This design comes from an exercise in tuning for small area on the open sky130 flow, not from production work. In this exercise RTL edits were held to simulation tests only and were not proved equivalent to the original. Power and IR drop assume default switching activity.

==> flow/design.v <==
module FIFO #(parameter MEMROY_SIZE = 8, parameter UNIT_SIZE = 8) (
    input clk, n_rst, push, pop,
    input [UNIT_SIZE - 1:0] data_in,
    output valid, buff_full,
    output [UNIT_SIZE - 1:0] data_out);
    reg [UNIT_SIZE-1:0] mem [0:7];
    reg [3:0] cm;
    wire can_pop, can_push;
    integer i;
    assign valid     = ~cm[3];
    assign buff_full = ~cm[3] & (&cm[2:0]);
    assign can_pop   = pop & valid;
    assign can_push  = push & (pop ? valid : ~buff_full);
    assign data_out  = mem[cm[2:0]];
    always @(posedge clk) begin
        if (can_push) begin
            mem[0] <= data_in;
            for (i = 1; i < 8; i = i + 1) mem[i] <= mem[i-1];
        end
    end
    always @(posedge clk) begin
        if (~n_rst)                    cm <= 4'b1111;
        else if (can_push & ~can_pop)  cm <= cm + 4'd1;
        else if (can_pop & ~can_push)  cm <= cm - 4'd1;
    end
endmodule
module UART_RX(
    input clk, sample_tick, push_slot, n_rst, rx,
    output [7:0] data,
    output push
);
    localparam [7:0] IDLE = 8'hB0;
    reg [7:0] r;
    reg [7:0] buff;
    reg [3:0] avg;
    wire [3:0] ph   = r[7:4];
    wire       last = &r[3:0];
    wire       idle = ph[3] & ph[1];
    always @(posedge clk) begin
        if (~n_rst)           r <= IDLE;
        else if (sample_tick) r <= idle ? (rx ? IDLE : 8'h00) : r + 8'd1;
    end
    always @(posedge clk) begin
        if (sample_tick) avg <= last ? 4'd0 : avg + {3'd0, rx};
    end
    always @(posedge clk) begin
        if (sample_tick & last & ~(ph[3] & ph[0])) buff <= {avg[3], buff[7:1]};
    end
    assign data = buff;
    assign push = push_slot & idle & ~ph[0];
endmodule
module UART_TX (
    input clk, send_tick, n_rst, valid,
    input [7:0] data,
    output tx, pop);
    localparam [3:0] IDLE = 4'd4, POP = 4'd5, WAIT = 4'd6, START = 4'd7, STOP = 4'd0;
    reg [3:0] s;
    reg [7:0] d;
    always @(posedge clk) begin
        if (~n_rst) s <= IDLE;
        else case (s)
            IDLE:    if (valid) s <= POP;
            POP:     s <= WAIT;
            STOP:    if (send_tick) s <= IDLE;
            default: if (send_tick) s <= s + 4'd1;
        endcase
    end
    always @(posedge clk) begin
        if (s == POP) d <= data;
    end
    assign pop = (s == POP);
    assign tx  = s[3] ? d[s[2:0]] : (s != START);
endmodule
module UART_TOP #(
    parameter RX_BUFFER_SIZE = 8,
    parameter TX_BUFFER_SIZE = 8,
    parameter CLK_FRQ        = 27000000,
    parameter UART_BOUAD     = 115200)
(
    input clk,
    input n_rst,
    input rx,
    input [7:0] data_in,
    input data_in_sync,
    input data_out_sync,
    output tx,
    output [7:0] data_out,
    output full_out,
    output valid_out,
    output full_in);
    reg [7:0] c;
    always @(posedge clk) begin
        if (~n_rst) c <= 8'd0;
        else        c <= c + 8'd1;
    end
    wire sample_tick = (c[3:0] == 4'd7);
    wire send_tick   = (c == 8'h7f);
    wire push_slot   = (c[3:0] == 4'd9);
    wire [7:0] data_from_rx, data_to_tx;
    wire rx_push, tx_pop, tx_valid;
    FIFO #(RX_BUFFER_SIZE, 8) rx_buffer (.clk(clk), .n_rst(n_rst),
        .push(rx_push), .pop(data_out_sync), .data_in(data_from_rx),
        .data_out(data_out), .valid(valid_out), .buff_full(full_out));
    FIFO #(TX_BUFFER_SIZE, 8) tx_buffer (.clk(clk), .n_rst(n_rst),
        .push(data_in_sync), .pop(tx_pop), .data_in(data_in),
        .data_out(data_to_tx), .valid(tx_valid), .buff_full(full_in));
    UART_TX tx_module (.clk(clk), .send_tick(send_tick), .n_rst(n_rst),
        .valid(tx_valid), .data(data_to_tx), .tx(tx), .pop(tx_pop));
    UART_RX rx_module (.clk(clk), .sample_tick(sample_tick), .push_slot(push_slot),
        .n_rst(n_rst), .rx(rx), .data(data_from_rx), .push(rx_push));
endmodule
make LEC_CHECK=0 CAP_MARGIN=20 CORE_MARGIN=2 CORE_UTILIZATION=65 CTS_BUF_LIST=sky130_fd_sc_hd__clkbuf_8 CTS_CLUSTER_SIZE=30 SLEW_MARGIN=20 finish   # period 10.0 ns
run.sh (not shown) runs the stock make flow with config.mk's settings and CLKGATE_MAP_FILE= SYNTH_SCRIPT=/design/flow/synth_recipe.tcl, a recipe that flattens the netlist after the stock synthesis.
Rerun with:
CORE_UTILIZATION = 40   (was 65)
CTS_BUF_LIST = unset   (was sky130_fd_sc_hd__clkbuf_8)
CTS_CLUSTER_SIZE = unset   (was 30)
The changed run finished with timing, DRC and antenna clean.
Final cell count grows by 13%.
Power grows by 8.3%.
Setup slack is better by 0.025 ns.
Cell area grows by 3.8%.
Die area grows by 60%.
Wire length grows by 3.5%.
First-iteration DRC count shrinks by 40%.
Rerun with:
==> flow/flow/run.sh (new file) <==
#!/bin/bash
set -e
export CTS_ARGS="-sink_clustering_enable -repair_clock_nets -dont_use_dummy_load -buf_list sky130_fd_sc_hd__clkbuf_8 -sink_clustering_size 30"
export BUFFER_PORTS_ARGS="-buffer_cell sky130_fd_sc_hd__buf_1"
bash standard.sh > standard.log 2>&1
==> flow/standard.sh (new file) <==
#!/bin/bash
# synth_recipe.tcl (not shown) runs the flow's synth.tcl, then flattens the netlist and writes it again
# the make line also repeats each setting of config.mk as NAME=value (left out here)
make -C /OpenROAD-flow-scripts/flow DESIGN_CONFIG=/design/flow/config.mk WORK_HOME=/design/flow/orfs CLKGATE_MAP_FILE= SYNTH_SCRIPT=/design/flow/synth_recipe.tcl "${@:-finish}"
CORE_UTILIZATION = 65   (was 40)
removed: flow/run.sh
Critical path depth rose by 6.
Die area went down by 37%.
Register-to-register slack improves by 0.32 ns.
Wire length came out lower by 6.5%.
Non-clock buffer count does not change.
Global-route usage is higher by 7.1 points.
Count of clock-buffer cells in the layout stays the same.
Worst setup slack is better by 0.58 ns.
Total power went down by 15%.

[separate check: timing with driven ports]
Ports are ideal in the flow. The routed layouts listed here were re-timed in OpenROAD.
Step 1: set_driving_cell puts a clkbuf_16 on clk and a buf_2 on each other input, an assumption about the parent block.
Step 2 moves the port delays by t, midway between the first and last clock arrival at a register: inputs arrive t later, outputs are due t later. That takes back most of the time a late clock gives input paths.
Three values: ideal ports, drivers, drivers and shift; two values: the first two.
run | t, ns | setup slack, ns | worst data-port slew with drivers (ns)
the first run | 0.484 | 5.097 / 5.062 / 4.906 | 0.04
the second run | 0.468 | 5.122 / 5.077 / 4.884 | 0.03
the third run | 0.463 | 5.699 / 5.713 / 5.251 | 0.03
After both steps setup and hold are still met in every run listed. For the third run, which loses most, drivers alone change the setup slack by +0.014 ns; drivers and shift together by -0.448 ns.
